Context: an optimization exercise on an open-source flow, tuned for small area. The choices shown serve that exercise and are no tape-out recipe. Function was checked by simulation only, so behaviour that the tests miss may differ from the original. Power figures rest on the tool's default switching activity, not on a simulated workload.

$ cat design/flow/config.mk
export PLATFORM = sky130hd
export DESIGN_NAME = Top_level
export DESIGN_NICKNAME = Top_level
export VERILOG_FILES = /design/flow/design.v
export SDC_FILE = /design/flow/constraint.sdc
export NUM_CORES = 4
export LEC_CHECK = 0
export CAP_MARGIN = 20
export CORE_MARGIN = 2
export CORE_UTILIZATION = 40
export SLEW_MARGIN = 20
$ cat design/flow/constraint.sdc
create_clock -name core_clock -period 8.0 [get_ports {I_sys_clk_top}]
set_input_delay 1.6000 -clock core_clock [delete_from_list [all_inputs] [get_ports {I_sys_clk_top}]]
set_output_delay 1.6000 -clock core_clock [all_outputs]
set_load 0.01 [all_outputs]
$ cat design/flow/run.sh
#!/bin/bash
# synth_recipe.tcl (not shown) runs the flow's synth.tcl, then flattens the netlist and writes it again
# the make line also repeats each setting of config.mk as NAME=value (left out here)
make -C /OpenROAD-flow-scripts/flow DESIGN_CONFIG=/design/flow/config.mk WORK_HOME=/design/flow/orfs CLKGATE_MAP_FILE= SYNTH_SCRIPT=/design/flow/synth_recipe.tcl finish
$ cat design/flow/design.v
module UART_BAUDRATE_GEN
(
    input  I_sys_clk,
    input  I_rst,
    output O_tick,
    output O_phase3      
);
reg [3:0] b;
always @(posedge I_sys_clk or posedge I_rst)
begin
    if (I_rst)
        b <= 4'd10;
    else begin
        b[0] <= ~b[0];
        b[1] <= (b[1] ^ b[0]) & ~b[3];
        b[2] <= b[2] ^ (b[1] & b[0]);
        b[3] <= (b[2] & b[1] & b[0]) | (b[3] & ~b[1] & ~b[0]);
    end
end
assign O_tick   = (b == 4'd0);
assign O_phase3 = (b == 4'd3);
endmodule
module UART_RX
(
    input        I_sys_clk,
    input        I_rst,
    input        I_rx_serial_data,
    input        I_baud_tick,
    output [2:0] o_code,
    output       o_stop_start    
);
reg [1:0] sync;
reg [3:0] u;
reg [3:0] sp;
reg [2:0] S;
wire line = sync[1];
wire idle = u[3] & u[0];
always @(posedge I_sys_clk or posedge I_rst)
begin
    if (I_rst) begin
        sync <= 2'b00;
        u    <= 4'd9;
        sp   <= 4'd0;
        S    <= 3'd0;
    end else begin
        sync <= {sync[0], I_rx_serial_data};
        if (I_baud_tick) begin
            if (idle) begin
                if (!line) begin
                    if (sp[2:0] == 3'd7) begin
                        u  <= 4'd0;
                        sp <= 4'd0;
                    end else
                        sp <= sp + 4'd1;
                end
            end else begin
                {u, sp} <= {u, sp} + 8'd1;
                if (!u[3] && sp == 4'd15) begin
                    case (u[2:0])
                    3'd0, 3'd1, 3'd2: S <= {line, S[2:1]};
                    3'd3: if (line != (S[2] & (S[0] ^ S[1]))) S <= 3'd0;
                    3'd4: if (line != (S[0] & S[1]))           S <= 3'd0;
                    3'd5, 3'd6: if (!line)                     S <= 3'd0;
                    default:    if (line)                      S <= 3'd0;
                    endcase
                end
            end
        end
    end
end
assign o_code       = S;
assign o_stop_start = u[3] & ~u[0] & (sp == 4'd0);
endmodule
module Wrapper_UART
(
    input        I_sys_clk,
    input        I_rst,
    input        I_rx_serial_data,
    output [7:0] o_cmd
);
wire       tick, phase3, stop_start;
wire [2:0] code;
UART_BAUDRATE_GEN M1 (.I_sys_clk(I_sys_clk), .I_rst(I_rst), .O_tick(tick), .O_phase3(phase3));
UART_RX M2 (.I_sys_clk(I_sys_clk), .I_rst(I_rst), .I_rx_serial_data(I_rx_serial_data),
            .I_baud_tick(tick), .o_code(code), .o_stop_start(stop_start));
UART_Check_data M3 (.I_code(code), .I_valid2(stop_start & phase3), .o_write_enable(o_cmd[6:0]));
assign o_cmd[7] = 1'b0;
endmodule
module UART_Check_data
(
    input  [2:0] I_code,
    input        I_valid2,
    output [6:0] o_write_enable
);
assign o_write_enable[0] = I_valid2 & (I_code == 3'b001);  
assign o_write_enable[1] = I_valid2 & (I_code == 3'b111);  
assign o_write_enable[2] = I_valid2 & (I_code == 3'b011);  
assign o_write_enable[3] = I_valid2 & (I_code == 3'b100);  
assign o_write_enable[4] = I_valid2 & (I_code == 3'b010);  
assign o_write_enable[5] = I_valid2 & (I_code == 3'b110);  
assign o_write_enable[6] = I_valid2 & (I_code == 3'b101);  
endmodule
module motor_logic #(parameter count_limit = 40, parameter KIND = 0)
(
    input   I_clk,
    input   I_rst,
    input   I_motor_tick,
    input   I_servo_pwm_EN,
    input   I_ind,             
    output  o_servo_output,
    output  movement_done
);
localparam CW = $clog2(count_limit + 1);
reg [1:0]    pwm;
reg [CW-1:0] cnt;
reg          dn;
wire sat = ((cnt & count_limit) == count_limit);
wire hi  = |pwm;
wire pend = (KIND == 0) ? (I_ind ? hi      : &pwm)    :    
            (KIND == 1) ? (I_ind ? pwm[1]  : hi)      :    
                          (I_ind ? hi      : pwm[1]);      
always @(posedge I_clk or posedge I_rst)
begin
    if (I_rst) begin
        pwm <= 2'd0;
        cnt <= {CW{1'b0}};
        dn  <= 1'b0;
    end else if (I_motor_tick) begin
        if (pend) begin
            pwm <= 2'd0;
            if (sat) begin
                dn  <= 1'b1;
                cnt <= {CW{1'b0}};
            end
        end else if (I_servo_pwm_EN || hi) begin
            dn  <= 1'b0;
            pwm <= pwm + 2'd1;
        end
        if (!sat)
            cnt <= cnt + 1'b1;
    end
end
assign o_servo_output = hi;
assign movement_done  = dn;
endmodule
module scanner
(
    input        I_sys_clk,
    input        I_rst,
    input        I_rst_button,
    input        I_start_button,
    input        det,
    input        D1,
    input        D3,
    input        G1,
    input        G2,
    input        G3,
    output       scanner_done,
    output [7:0] outs           
);
reg  [5:0] s;
reg        di3;
wire       cond;
wire [6:0] tab;
wire       di3_set, di3_clr;
scanner_table table_i (.s(s), .D1(D1), .D3(D3), .G1(G1), .G2(G2), .G3(G3),
                       .cond(cond), .outs(tab), .di3_set(di3_set), .di3_clr(di3_clr));
wire idle  = (s == 6'd0) | (s == 6'd63);
wire adv   = det & cond;
always @(posedge I_sys_clk or posedge I_rst)
begin
    if (I_rst) begin
        s   <= 6'd0;
        di3 <= 1'b0;
    end else if (I_rst_button) begin
        s   <= 6'd0;
        di3 <= 1'b0;
    end else begin
        if (idle) begin
            if (I_start_button) s <= 6'd10;
            else                s <= 6'd0;
        end else if (adv) begin
            s <= s + 6'd1;
            if (di3_set) di3 <= 1'b1;
            if (di3_clr) di3 <= 1'b0;
        end
    end
end
assign scanner_done = (s == 6'd0);
assign outs = {di3, tab};
endmodule
module scanner_table(input [5:0] s, input D1, input D3, input G1, input G2, input G3,
    output reg cond, output reg [6:0] outs, output di3_set, output di3_clr);
always @(*) begin
    case (s)
    6'd10: begin cond = 1'b1; outs = 7'b0000000; end  
    6'd11: begin cond = D1; outs = 7'b0001100; end  
    6'd12: begin cond = G3; outs = 7'b0111000; end  
    6'd13: begin cond = G1 & G2; outs = 7'b0101011; end  
    6'd14: begin cond = D1 & G3; outs = 7'b0100110; end  
    6'd15: begin cond = 1'b1; outs = 7'b0100001; end  
    6'd16: begin cond = G1; outs = 7'b0100001; end  
    6'd17: begin cond = 1'b1; outs = 7'b0010000; end  
    6'd18: begin cond = G3; outs = 7'b0010000; end  
    6'd19: begin cond = 1'b1; outs = 7'b0001100; end  
    6'd20: begin cond = D1; outs = 7'b0001100; end  
    6'd21: begin cond = 1'b1; outs = 7'b0111000; end  
    6'd22: begin cond = G3; outs = 7'b0111000; end  
    6'd23: begin cond = 1'b1; outs = 7'b0101011; end  
    6'd24: begin cond = G1; outs = 7'b0101011; end  
    6'd25: begin cond = 1'b1; outs = 7'b0100110; end  
    6'd26: begin cond = D1; outs = 7'b0100110; end  
    6'd27: begin cond = 1'b1; outs = 7'b0100001; end  
    6'd28: begin cond = G1; outs = 7'b0100001; end  
    6'd29: begin cond = 1'b1; outs = 7'b0010000; end  
    6'd30: begin cond = G3; outs = 7'b0010000; end  
    6'd31: begin cond = 1'b1; outs = 7'b0001100; end  
    6'd32: begin cond = D1; outs = 7'b0001100; end  
    6'd33: begin cond = 1'b1; outs = 7'b0111000; end  
    6'd34: begin cond = G3; outs = 7'b0111000; end  
    6'd35: begin cond = 1'b1; outs = 7'b0101011; end  
    6'd36: begin cond = G1; outs = 7'b0101011; end  
    6'd37: begin cond = 1'b1; outs = 7'b0100110; end  
    6'd38: begin cond = D1; outs = 7'b0100110; end  
    6'd39: begin cond = 1'b1; outs = 7'b1100010; end  
    6'd40: begin cond = 1'b1; outs = 7'b1100010; end  
    6'd41: begin cond = 1'b1; outs = 7'b1100010; end  
    6'd42: begin cond = D3; outs = 7'b1100010; end  
    6'd43: begin cond = 1'b1; outs = 7'b0100001; end  
    6'd44: begin cond = G1; outs = 7'b0100001; end  
    6'd45: begin cond = 1'b1; outs = 7'b0010000; end  
    6'd46: begin cond = G3; outs = 7'b0010000; end  
    6'd47: begin cond = 1'b1; outs = 7'b1000000; end  
    6'd48: begin cond = 1'b1; outs = 7'b1000000; end  
    6'd49: begin cond = 1'b1; outs = 7'b1000000; end  
    6'd50: begin cond = D3; outs = 7'b1000000; end  
    6'd51: begin cond = G3; outs = 7'b0110000; end  
    6'd52: begin cond = 1'b1; outs = 7'b0100011; end  
    6'd53: begin cond = G1; outs = 7'b0100011; end  
    6'd54: begin cond = 1'b1; outs = 7'b1100010; end  
    6'd55: begin cond = 1'b1; outs = 7'b1100010; end  
    6'd56: begin cond = 1'b1; outs = 7'b1100010; end  
    6'd57: begin cond = D3; outs = 7'b1100010; end  
    6'd58: begin cond = G1; outs = 7'b0100001; end  
    6'd59: begin cond = 1'b1; outs = 7'b0010000; end  
    6'd60: begin cond = 1'b1; outs = 7'b0010000; end  
    6'd61: begin cond = 1'b1; outs = 7'b0010000; end  
    6'd62: begin cond = 1'b1; outs = 7'b0000000; end  
    default: begin cond = 1'b1; outs = 7'b0000000; end
    endcase
end
assign di3_set = (s == 6'd38) | (s == 6'd53);
assign di3_clr = (s == 6'd46);
endmodule
module user_controller
(
    input        I_sys_clk,
    input        I_rst,
    input        I_rst_user_button,
    input  [3:0] I_move,         
    input        det,
    input        scanner_done,
    input  [7:0] done,           
    output [3:0] o_d,
    output [3:0] o_g,
    output [3:0] o_di,
    output [3:0] o_gi
);
reg [3:0] st;
reg [1:0] arm;    
wire idle = (st == 4'd0);
wire top  = (arm == 2'd2);
wire dA   = scanner_done & done[arm];
wire gA   = scanner_done & done[{1'b1, arm}];
wire cond = (top ^ st[1]) ? gA : dA;
always @(posedge I_sys_clk or posedge I_rst)
begin
    if (I_rst) begin
        st  <= 4'd0;
        arm <= 2'd0;
    end else if (I_rst_user_button) begin
        st  <= 4'd0;
        arm <= 2'd0;
    end else if (idle) begin
        if (scanner_done & (|I_move)) begin
            st  <= 4'b0111;
            arm <= {I_move[1] | I_move[2], I_move[3] | I_move[2]};
        end
    end else if (det & (~st[3] | ~st[0] | cond)) begin
        st <= st + 4'd1;
    end
end
wire act = st[3];
wire p1  = st[2];
wire p0  = st[1];
wire gv  = top ? ~p0 : p0;
wire dv  = ~gv;
wire giv = top ? ~p1 : (p1 ^ p0);
wire div = top ? (p1 ^ p0) : ~p1;
genvar i;
generate
for (i = 0; i < 4; i = i + 1) begin : arms
    wire sel = act & (arm == i);
    assign o_g[i]  = sel & gv;
    assign o_d[i]  = sel & dv;
    assign o_gi[i] = sel & giv;
    assign o_di[i] = sel & div;
end
endgenerate
endmodule
module Top_level
#(
    parameter BAUD_RATE             = 781250,   
    parameter MOTOR_CLOCK_FREQUENCY = 3906250,  
    parameter SERVO_COUNT_LIMIT     = 40        
)
(
    input           I_sys_clk_top,
    input           I_on_board_reset_n,
    input           I_rx_serial_data,
    output          o_servo1_directional_output_top,
    output          o_servo2_directional_output_top,
    output          o_servo3_directional_output_top,
    output          o_servo4_directional_output_top,
    output          o_servo1_gripping_output_top,
    output          o_servo2_gripping_output_top,
    output          o_servo3_gripping_output_top,
    output          o_servo4_gripping_output_top
);
wire clk = I_sys_clk_top;
wire rst = I_on_board_reset_n;
reg  [4:0] mc;
always @(posedge clk or posedge rst)
    if (rst) mc <= 5'd0;
    else     mc <= mc + 5'd1;
wire motor_tick = (mc == 5'd15);
wire motor_det  = (mc == 5'd17);
wire [7:0] cmd;
Wrapper_UART uart
(
    .I_sys_clk        (clk),
    .I_rst            (rst),
    .I_rx_serial_data (I_rx_serial_data),
    .o_cmd            (cmd)
);
wire       sc_done;
wire [7:0] sc_outs;    
wire [7:0] done;       
scanner cube_scanner
(
    .I_sys_clk  (clk),
    .I_rst      (rst),
    .I_rst_button(cmd[5]),
    .I_start_button(cmd[4]),
    .det        (motor_det),
    .D1         (done[0]),
    .D3         (done[2]),
    .G1         (done[4]),
    .G2         (done[5]),
    .G3         (done[6]),
    .scanner_done(sc_done),
    .outs       (sc_outs)
);
wire [3:0] u_d, u_g, u_di, u_gi;
user_controller user_ctrl
(
    .I_sys_clk  (clk),
    .I_rst      (rst),
    .I_rst_user_button(cmd[6]),
    .I_move     (cmd[3:0]),
    .det        (motor_det),
    .scanner_done(sc_done),
    .done       (done),
    .o_d        (u_d),
    .o_g        (u_g),
    .o_di       (u_di),
    .o_gi       (u_gi)
);
wire [3:0] en_d  = sc_done ? u_d  : {1'b0, sc_outs[6], sc_outs[2], sc_outs[2]};
wire [3:0] en_g  = sc_done ? u_g  : {1'b0, sc_outs[4], sc_outs[0], sc_outs[0]};
wire [3:0] ind_d = sc_done ? u_di : {1'b0, sc_outs[7], sc_outs[3], sc_outs[3]};
wire [3:0] ind_g = sc_done ? u_gi : {1'b0, sc_outs[5], sc_outs[1], sc_outs[1]};
wire [7:0] pwm_out;
genvar i;
generate
for (i = 0; i < 4; i = i + 1) begin : servo
    motor_logic #(.count_limit(SERVO_COUNT_LIMIT), .KIND(0)) S_directional
    (
        .I_clk(clk), .I_rst(rst), .I_motor_tick(motor_tick),
        .I_servo_pwm_EN(en_d[i]), .I_ind(ind_d[i]),
        .o_servo_output(pwm_out[i]), .movement_done(done[i])
    );
    motor_logic #(.count_limit(SERVO_COUNT_LIMIT), .KIND(i == 2 ? 2 : 1)) S_gripping
    (
        .I_clk(clk), .I_rst(rst), .I_motor_tick(motor_tick),
        .I_servo_pwm_EN(en_g[i]), .I_ind(ind_g[i]),
        .o_servo_output(pwm_out[4+i]), .movement_done(done[4+i])
    );
end
endgenerate
assign o_servo1_directional_output_top = pwm_out[0];
assign o_servo2_directional_output_top = pwm_out[1];
assign o_servo3_directional_output_top = pwm_out[2];
assign o_servo4_directional_output_top = pwm_out[3];
assign o_servo1_gripping_output_top    = pwm_out[4];
assign o_servo2_gripping_output_top    = pwm_out[5];
assign o_servo3_gripping_output_top    = pwm_out[6];
assign o_servo4_gripping_output_top    = pwm_out[7];
endmodule
==> run summary <==
cell families after synthesis:
logic type / after synthesis
DFF: 107
xor gates and xnor gates: 10
muxes: 24
adders and majority gates: 40
buffers and inverters: 107
AOI/OAI and AO/OA: 253
and+or+nand+nor: 277
cell type report:
| cell class | count | area [sq um] | area share [%] |
|---|---|---|---|
| sequential | 107 | 2680 | 34.7 |
| clock inverter | 7 | 60.1 | 0.778 |
| inverter | 70 | 265 | 3.44 |
| clock buffer | 9 | 225 | 2.92 |
| timing repair buffer | 13 | 123 | 1.59 |
| tap | 229 | 287 | 3.71 |
| multi-input combinational | 604 | 4080 | 52.8 |
where the power goes:
part	switching, mW	internal [mW]	total [mW]
clock network	0.230	0.216	0.446
logic	0.0111	0.00164	0.0128
registers	0.000622	0.541	0.541
worst max-delay path, delay by kind of cell (launching register included):
family          cells  cell delay [ns]
simple gates        2             0.32
xor+xnor            1             0.16
buf+inv             2             1.40
flops               1             0.39
compound gates      2             0.69
fa+ha+maj           2             0.36
metal layers:
metal	wire, um	global-route usage [%]	vias up
met2	7280	26.4	139
met5	0	0	-
li1	-	-	2989
met4	286	5.48	0
met1	8350	25.8	2860
met3	671	2.98	21
registers in the layout, indices dropped and copies added, names as in the netlist:
signal,flops
cube_scanner.di3,1
servo.S_gripping.pwm,8
user_ctrl.arm,2
servo.S_directional.pwm,8
servo.S_directional.dn,4
uart.M2.u,4
user_ctrl.st,4
uart.M2.S,3
uart.M2.sync,2
mc,5
uart.M2.sp,4
servo.S_directional.cnt,24
servo.S_gripping.dn,4
uart.M1.b,4
cube_scanner.s,6
servo.S_gripping.cnt,24
worst min path at each step:
stage | slack, ns | to | cells after the start | start
floorplan | 0.33 | uart.M2.sync[1] | 0 | uart.M2.sync[0]
global placement | 0.34 | uart.M2.sync[1] | 0 | uart.M2.sync[0]
detailed placement | 0.34 | uart.M2.sync[1] | 0 | uart.M2.sync[0]
CTS | 0.36 | uart.M2.sync[1] | 0 | uart.M2.sync[0]
global route | 0.37 | uart.M2.sync[1] | 0 | uart.M2.sync[0]
finish | 0.36 | uart.M2.sync[1] | 0 | uart.M2.sync[0]
cells in the mapped netlist, types with 12 or more instances:
cell type	instances
nor3_1	17
mux2i_1	21
nor2_1	42
nand3_1	31
dfrtp_1	103
inv_1	69
ha_1	40
a31oi_1	20
a21oi_1	44
clkbuf_1	21
nand2_1	96
nand3b_1	12
o21ai_0	64
metrics by stage:
| stage | cell area [sq um] | utilization [%] | total power, mW |
|---|---|---|---|
| floorplan | 7200 | - | 0.561 |
| global placement | 7440 | 41.7 | 0.566 |
| detailed placement | 7440 | 41.7 | 0.566 |
| CTS | 7720 | 43.3 | 1.01 |
| global route | 7720 | 43.3 | 1.04 |
| finish | 7720 | 43.3 | 1.00 |
==> out/summary.txt <==
Max cap viols - 0
Diodes inserted - 0
Routed len/inst - 16.0 um
RSZ-0062 raised after global routing - no
CTS root buf - clkbuf_16
Max_slew headroom - 35.5%
PD cells - 130 nW/um^2
Share of the synthesized area in the top cell type - 35.8%
Yosys top cell by area - dfrtp_1
Asr flop ratio synth - 100%
Post-synth net total - 861
Cts bufs inserted - 9
Drt pass-1 iters - 5
Clk buf depth - 2
Cell Chain, Critical Path - ha_1 > and3_1 > ha_2 > buf_4 > clkinv_1 > a21oi_1 > nand4_1 > xor2_1 > a41oi_1
Routed vias - 6009
Cell count after synthesis - 818
Setup slack after layout - 4.54 ns
PostCTS Resize Cnt - 0
Layout cells sized above 1 - 7.78%
Commonest non-fill, non-tap cell in the layout - dfrtp_1
Leak - 3.21 nW
Clock Latency Late Sink - 0.37 ns
Largest family of logic cells by synthesized area - compound AO/OA/AOI/OAI gates
Sequential area share after synthesis - 37.2%
Synth Area in Compound Gates - 25.0%
Rows - 49
Hold_ws - 0.356 ns
Final net count - 848
Fin crit share - 43.2%
Synth Area in Adders - 6.95%
Total gr overflow - 0
FF+latch count, synth - 107
R2r startpoint - mc[0]
Setup TNS - 0 ns
Fill count - 1747
Vias in the first global route - 5508
Simple-gate share of the synthesized area - 20.0%
Clock sink count - 107
Worst-path clk slew - 0.08 ns
XOR/XNOR share of the synthesized area - 1.22%
Hold WC Path Type - register to register
Clock skew - 0.00690 ns
Final number of setup-violating endpoints - 0
Worst path slowest cell - clkinv_1
Number of buffers added for setup after CTS - 0
Top_reg_cell synth - dfrtp_1
Die Wd - 138 um
Worst-Margin Slew - 0.968 ns
Most frequent cells in the layout - 103 x dfrtp_1, 96 x nand2_1, 68 x inv_1
Die Area - 19100 sq um
Vias per cell - 5.78
Fmax - 289 MHz
CTS tree - done
Crit path to - servo[2].S_gripping.cnt[4]
Internal reg-to-reg setup slack - 4.54 ns
Initial core utilization - 40.4%
Top cells by area, synth - dfrtp_1 36%, ha_1 6.9%, nand2_1 5.0%
CP max stage delay - 0.80 ns
Peak supply drop - 0.102 mV
Final min period - 3.46 ns
Synth-to-Final Area Change - 7.19%
Final ANT Viol Nets - 0
Worst Setup SP - mc[0]
Pin count of the biggest net entering global routing - 83
Worst Path Max Fanout - 82
Post-synthesis cell area - 7200 sq um
Post-synth EDFFs - 0
Worst reg2reg path endpoint - servo[2].S_gripping.cnt[4]
Synth unique cells - 86
Final wirelength - 16600 um
Top Ports - 11
Gpl congestion - 0.876
DP HPWL - 11400 um
Worst r2r path cells - 9
Mux share of post-synthesis cell area - 3.39%
Outcome - timing/DRC/antenna clean
Final Hold Fails - 0
CP startpoint kind - register
Fin. max-slew vios - 0
Worst EP arrival - 3.74 ns
Total core area - 17800 sq um
CTS Hold Bufs - 0
Placed instance count - 1023
Fin cells - 1039
Initial antenna violation count - 0
Remaining DRCs - 0
YS warnings - 9
Input/output buffers - 10
Mapped Avg Cell Area - 8.81 sq um
Wire length of the first global-routing pass - 27900 um
Gr usage total - 17.5%
WS Path Type - register to register
Pre-CTS setup slack - 4.52 ns
Detailed Route Iter0 Violations - 677
H-tree Lvls - 3
Chip Height - 138 um
Critical Path RT - 8.28 ns
CP endpoint kind - register

-- port drivers added, routing unchanged --
In the flow no input, the clock included, has a driving cell. The finished layout below was timed again as built, in two steps.
Step 1 (the two cells are an assumption about what drives the block):
set clk [get_ports {I_sys_clk_top}]
set_driving_cell -lib_cell sky130_fd_sc_hd__clkbuf_16 $clk
set_driving_cell -lib_cell sky130_fd_sc_hd__buf_2 [delete_from_list [all_inputs] $clk]
Step 2 moves the port delays by t, midway between the first and last clock arrival at a register: inputs arrive t later, outputs are due t later. That takes back most of the time a late clock gives input paths.
a / b / c = ideal ports / drivers / drivers and shift; a / b = the first two.
shift t [ns]: 0.409
setup slack, ns: 4.542 / 4.542 / 4.542
hold slack, ns: 0.356 / 0.356 / 0.356
slew at the worst register clock pin (ns): 0.08 / 0.08
cell pins on the clock port's net: 1
After both steps setup and hold are still met in this run. The setup slack of this run moves by 0.000 ns with the drivers and by 0.000 ns with both steps.
